From an optimization exercise on the open Yosys and OpenROAD flow, aimed at small area; shortcuts taken in it are not production practice.
RTL that was checked went through simulation tests only; none was proved equivalent to the original.
No activity file was given, so power comes from the tool's default toggle rates.

==> build 1 <==
==> flow/design.v <==
module CPUtop (input power,reset,clk,writeI,softReset,input [31:0] dataI,TPC,output valid,
	output [4:0] wb_reg, output [31:0] wb_data,
	output mem_we, output [31:0] mem_addr, mem_wdata,
	output [31:0] pc);
	localparam MS = 21;    
	integer p;
	reg [29:0] ipc;             
	reg [31:0] instr;           
	reg [511:0] imem;           
	reg [255:0] rf;             
	reg [255:0] dm;             
	reg [31:0] d_ir;            
	reg x_M, x_D, x_ADD, x_SUB, x_SLT, x_J, x_rw, x_mr, x_mw;    
	reg [4:0] x_wr;
	reg [31:0] x_col, x_rt;
	reg [31:0] m_alu, m_sd;
	reg [MS-1:0] m_q;
	reg m_s, m_M, m_D;
	reg [4:0] m_wr;
	reg m_rw, m_mr, m_mw, m_J;
	reg [31:0] w_d;             
	reg [4:0] w_wr;
	reg w_rw;
	wire clr = reset | softReset;
	genvar j, t;
	wire [1:0] bo = TPC[1:0];
	wire [3:0] bw0 = TPC[5:2];
	wire [3:0] bw1 = TPC[5:2] + 4'd1;
	wire [31:0] rot = (bo == 2'd0) ? dataI :
	                  (bo == 2'd1) ? {dataI[7:0], dataI[31:8]} :
	                  (bo == 2'd2) ? {dataI[15:0], dataI[31:16]} :
	                                 {dataI[23:0], dataI[31:24]};
	wire [31:0] idat = rot & {32{~reset}};
	always @(posedge clk) begin
		for (p = 0; p < 64; p = p + 1)
			if (reset | (writeI & (((p/4) == bw0 && (p%4) >= bo) || ((p/4) == bw1 && (p%4) < bo))))
				imem[32*(p/4) + 24 - 8*(p%4) +: 8] <= idat[24 - 8*(p%4) +: 8];
	end
	always @(posedge clk) begin
		if (reset) instr <= 32'd0;
		else if (!writeI) instr <= imem[32*ipc[3:0] +: 32];
	end
	wire [30:0] ic;
	wire [29:0] ipc1;
	assign ic[0] = 1'b1;
	generate
		for (j = 0; j < 30; j = j + 1) begin : inc
			assign ipc1[j] = ipc[j] ^ ic[j];
			assign ic[j+1] = ipc[j] & ic[j];
		end
	endgenerate
	always @(posedge clk) begin
		if (reset) ipc <= 30'd0;
		else if (!softReset && power) ipc <= m_J ? {14'd0, m_alu[17:2]} : ipc1;
	end
	always @(negedge clk) begin
		if (clr) d_ir <= 32'd0;
		else if (power) d_ir <= instr;
	end
	wire [5:0] op = d_ir[31:26];
	wire [5:0] fn = d_ir[5:0];
	wire isR = (op == 6'b000000);
	wire isJ = (op == 6'b000010);
	wire isAddi = (op == 6'b001000);
	wire isAddiu = (op == 6'b001001);
	wire isLw = (op == 6'b100011);
	wire isSw = (op == 6'b101011);
	wire fSLL = (fn == 6'b000000), fSRL = (fn == 6'b000010), fADD = (fn == 6'b100000), fMUL = (fn == 6'b011000),
	     fDIV = (fn == 6'b011010), fSUB = (fn == 6'b100010), fSLT = (fn == 6'b101010);
	wire id_M = isR & (fMUL | fSLL);
	wire id_D = isR & (fDIV | fSRL);
	wire id_ADD = isLw | isSw | isAddi | (isR & fADD);
	wire id_SUB = isR & fSUB;
	wire id_SLT = isR & fSLT;
	wire id_rw = isR | isAddi | isAddiu | isLw;
	wire [4:0] id_wr = isR ? d_ir[15:11] : d_ir[20:16];
	wire [31:0] rs_v = rf[32*d_ir[23:21] +: 32];    
	wire [31:0] rt_v = rf[32*d_ir[18:16] +: 32];
	wire [31:0] onehot = (rt_v[31:5] == 27'd0) ? (32'd1 << rt_v[4:0]) : 32'd0;
	wire [31:0] id_rt = (isR & (fSLL | fSRL)) ? onehot : rt_v;
	wire [31:0] id_col = isR ? id_rt : {16'd0, d_ir[15:0]};
	always @(negedge clk) begin
		if (clr) begin
			x_M <= 0; x_D <= 0; x_ADD <= 0; x_SUB <= 0; x_SLT <= 0; x_J <= 0;
			x_rw <= 0; x_mr <= 0; x_mw <= 0; x_wr <= 0;
			x_col <= 0; x_rt <= 0;
		end else if (power) begin
			x_M <= id_M; x_D <= id_D; x_ADD <= id_ADD; x_SUB <= id_SUB; x_SLT <= id_SLT; x_J <= isJ;
			x_rw <= id_rw; x_mr <= isLw; x_mw <= isSw; x_wr <= id_wr;
			x_col <= id_col; x_rt <= id_rt;
		end
	end
	wire [31:0] A = rs_v;
	wire sub = x_SUB | x_SLT;
	wire [32:0] ac;
	wire [31:0] asum;
	assign ac[0] = sub;
	generate
		for (t = 0; t < 32; t = t + 1) begin : add
			wire y = x_col[t] ^ sub;
			assign asum[t] = A[t] ^ y ^ ac[t];
			assign ac[t+1] = (A[t] & y) | (A[t] & ac[t]) | (y & ac[t]);
		end
	endgenerate
	wire [31:0] res_ex = (x_ADD | x_SUB) ? asum :
	                     x_SLT ? {31'd0, ~ac[32]} :
	                     x_J ? {14'd0, x_col[15:0], 2'b00} : 32'd0;
	wire [32*32-1:0] S;         
	wire [31:0] sg, q;
	wire [32:0] zx, zm;         
	assign zx[32] = 1'b1;
	assign zm[32] = 1'b1;
	generate
		for (j = 31; j >= 0; j = j - 1) begin : zchain
			assign zx[j] = zx[j+1] & ~x_col[j];
			assign zm[j] = zm[j+1] & ~m_sd[j];
		end
		for (j = 0; j < 32; j = j + 1) begin : row
			wire rM, rD, aj, act, sp, g1, g0;
			wire [31:0] cv;
			if (j < MS) begin : exr
				assign rM = x_M;
				assign rD = x_D;
				assign aj = A[31-j];
				assign cv = x_col;
				assign act = zx[j+1];
				if (j == 0) begin : s0
					assign sp = 1'b0;
				end else begin : sn
					assign sp = sg[j-1];
				end
			end else begin : memr
				assign rM = m_M;
				assign rD = m_D;
				assign aj = m_alu[31-j];
				assign cv = m_sd;
				assign act = zm[j+1];
				if (j == MS) begin : s0
					assign sp = m_s;
				end else begin : sn
					assign sp = sg[j-1];
				end
			end
			wire da = rD & act;
			assign g1 = rM ? aj : (da & sp);
			assign g0 = da & ~sp;
			wire [j+1:0] c;
			assign c[0] = g0;
			for (t = 0; t <= j; t = t + 1) begin : fa
				wire x, y;
				if (t == 0) begin : inj
					assign x = ~rM & aj;
				end else if (j == MS) begin : fromreg
					assign x = m_alu[32-MS+t-1];
				end else begin : fromrow
					assign x = S[32*(j-1) + t - 1];
				end
				assign y = cv[t] ? g1 : g0;
				assign S[32*j + t] = x ^ y ^ c[t];
				assign c[t+1] = (x & y) | (x & c[t]) | (y & c[t]);
			end
			assign sg[j] = da & ~c[j+1];
			assign q[j] = c[j+1];
		end
	endgenerate
	wire x_arr = x_M | x_D;
	always @(negedge clk) begin
		if (clr) begin
			m_alu <= 0; m_sd <= 0; m_q <= 0; m_s <= 0; m_M <= 0; m_D <= 0;
			m_wr <= 0; m_rw <= 0; m_mr <= 0; m_mw <= 0; m_J <= 0;
		end else if (power) begin
			m_alu <= x_arr ? {S[32*(MS-1) +: MS], A[31-MS:0]} : res_ex;
			m_sd <= x_rt; m_q <= q[MS-1:0]; m_s <= sg[MS-1]; m_M <= x_M; m_D <= x_D;
			m_wr <= x_wr; m_rw <= x_rw; m_mr <= x_mr; m_mw <= x_mw; m_J <= x_J;
		end
	end
	wire [31:0] quo;
	generate
		for (j = 0; j < 32; j = j + 1) begin : qbits
			if (j < MS) begin : lo
				assign quo[31-j] = m_q[j];
			end else begin : hi
				assign quo[31-j] = q[j];
			end
		end
	endgenerate
	wire [31:0] arr = m_M ? S[32*31 +: 32] : (zm[0] ? 32'd0 : quo);
	wire [31:0] ddat = m_sd & {32{~reset}};
	always @(posedge clk) begin
		for (p = 0; p < 8; p = p + 1)
			if (reset | (m_mw & (m_alu[2:0] == p)))
				dm[32*p +: 32] <= ddat;
	end
	wire [31:0] dmq = dm[32*m_alu[2:0] +: 32];
	always @(negedge clk) begin
		if (clr) begin
			w_d <= 0; w_wr <= 0; w_rw <= 0;
		end else if (power) begin
			w_d <= m_mr ? dmq : (m_M | m_D) ? arr : m_alu;
			w_wr <= m_wr; w_rw <= m_rw;
		end
	end
	wire [31:0] rdat = w_d & {32{~reset}};
	always @(negedge clk) begin
		for (p = 0; p < 8; p = p + 1)
			if (reset | (w_rw & (w_wr[2:0] == p)))
				rf[32*p +: 32] <= rdat;
	end
	assign valid = w_rw;
	assign wb_reg = w_wr;
	assign wb_data = w_d;
	assign mem_we = m_mw;
	assign mem_addr = m_alu;
	assign mem_wdata = m_sd;
	assign pc = {ipc, 2'b00};
endmodule
==> flow/run.sh <==
#!/bin/bash
# synth_recipe.tcl (not shown) runs the flow's synth.tcl, then flattens the netlist and writes it again
# the make line also repeats each setting of config.mk as NAME=value (left out here)
make -C /OpenROAD-flow-scripts/flow DESIGN_CONFIG=/design/flow/config.mk WORK_HOME=/design/flow/orfs CLKGATE_MAP_FILE= SYNTH_SCRIPT=/design/flow/synth_recipe.tcl finish
==> flow/config.mk <==
export PLATFORM = sky130hd
export DESIGN_NAME = CPUtop
export DESIGN_NICKNAME = CPUtop
export VERILOG_FILES = /design/flow/design.v
export SDC_FILE = /design/flow/constraint.sdc
export NUM_CORES = 4
export LEC_CHECK = 0
export ABC_AREA = 1
export CAP_MARGIN = 20
export CORE_MARGIN = 2
export CORE_UTILIZATION = 50
export PLACE_DENSITY = 0.6
export SLEW_MARGIN = 20
==> flow/constraint.sdc <==
create_clock -name core_clock -period 140.0 [get_ports {clk}]
set_input_delay 28.0000 -clock core_clock [delete_from_list [all_inputs] [get_ports {clk}]]
set_output_delay 28.0000 -clock core_clock [all_outputs]
set_load 0.01 [all_outputs]
==> trial 91: changes against build 1 <==
--- a/flow/design.v
+++ b/flow/design.v
@@ -3,5 +3,5 @@
 	output mem_we, output [31:0] mem_addr, mem_wdata,
 	output [31:0] pc);
-	localparam MS = 21;    
+	localparam MS = 22;    
 	integer p;
 	reg [29:0] ipc;             
@@ -13,5 +13,7 @@
 	reg x_M, x_D, x_ADD, x_SUB, x_SLT, x_J, x_rw, x_mr, x_mw;    
 	reg [4:0] x_wr;
-	reg [31:0] x_col, x_rt;
+	reg [15:0] x_imm;           
+	reg x_R;
+	reg [31:0] x_rt;
 	reg [31:0] m_alu, m_sd;
 	reg [MS-1:0] m_q;
@@ -31,5 +33,7 @@
 	                  (bo == 2'd2) ? {dataI[15:0], dataI[31:16]} :
 	                                 {dataI[23:0], dataI[31:24]};
-	wire [31:0] idat = rot & {32{~reset}};
+	reg rq;
+	always @(posedge clk) rq <= reset;
+	wire [31:0] idat = rot & {32{~(reset & rq)}};
 	always @(posedge clk) begin
 		for (p = 0; p < 64; p = p + 1)
@@ -84,11 +88,12 @@
 			x_M <= 0; x_D <= 0; x_ADD <= 0; x_SUB <= 0; x_SLT <= 0; x_J <= 0;
 			x_rw <= 0; x_mr <= 0; x_mw <= 0; x_wr <= 0;
-			x_col <= 0; x_rt <= 0;
+			x_imm <= 0; x_R <= 0; x_rt <= 0;
 		end else if (power) begin
 			x_M <= id_M; x_D <= id_D; x_ADD <= id_ADD; x_SUB <= id_SUB; x_SLT <= id_SLT; x_J <= isJ;
 			x_rw <= id_rw; x_mr <= isLw; x_mw <= isSw; x_wr <= id_wr;
-			x_col <= id_col; x_rt <= id_rt;
-		end
-	end
+			x_imm <= id_col[15:0]; x_R <= isR; x_rt <= id_rt;
+		end
+	end
+	wire [31:0] x_col = {x_rt[31:16] & {16{x_R}}, x_imm};
 	wire [31:0] A = rs_v;
 	wire sub = x_SUB | x_SLT;
@@ -186,9 +191,8 @@
 	endgenerate
 	wire [31:0] arr = m_M ? S[32*31 +: 32] : (zm[0] ? 32'd0 : quo);
-	wire [31:0] ddat = m_sd & {32{~reset}};
 	always @(posedge clk) begin
 		for (p = 0; p < 8; p = p + 1)
 			if (reset | (m_mw & (m_alu[2:0] == p)))
-				dm[32*p +: 32] <= ddat;
+				dm[32*p +: 32] <= m_sd;
 	end
 	wire [31:0] dmq = dm[32*m_alu[2:0] +: 32];
@@ -201,9 +205,8 @@
 		end
 	end
-	wire [31:0] rdat = w_d & {32{~reset}};
 	always @(negedge clk) begin
 		for (p = 0; p < 8; p = p + 1)
 			if (reset | (w_rw & (w_wr[2:0] == p)))
-				rf[32*p +: 32] <= rdat;
+				rf[32*p +: 32] <= w_d;
 	end
 	assign valid = w_rw;
CORE_UTILIZATION = 60   (was 50)
CTS_BUF_LIST = sky130_fd_sc_hd__clkbuf_8   (was unset)
CTS_CLUSTER_SIZE = 40   (was unset)
PLACE_DENSITY = 0.7   (was 0.6)
==> comparison table <==
|  | trial 91 | build 1 |
|---|---|---|
| Outcome | complete, no violations | complete, no violations |
| Overall Global Routing Usage | 38.00% | 32.37% |
| Number of fill cells in the layout | 9592 | 13170 |
| Total power | 1.146 mW | 1.209 mW |
| Total routed wirelength | 239100 um | 250000 um |
| Tcrit/Tclk final | 93.74% | 96.87% |
| Height of the die | 353.5 um | 393.1 um |
| Via count of the first global-routing pass | 58820 | 59660 |
| FFs & Latches | 1282 | 1295 |
| Fraction of the mapped netlist area in compound gates | 18.16% | 16.18% |
| Clock transition at path regs | 40 ps | 30 ps |
| Sequential fraction of total cell area | 43.24% | 41.80% |
| Proportion of layout cells with a drive suffix above 1 | 7.222% | 6.842% |
| Clock group total power | 0.371 mW | 0.451 mW |
The RTL of build 1 was laid out without a check of its function.
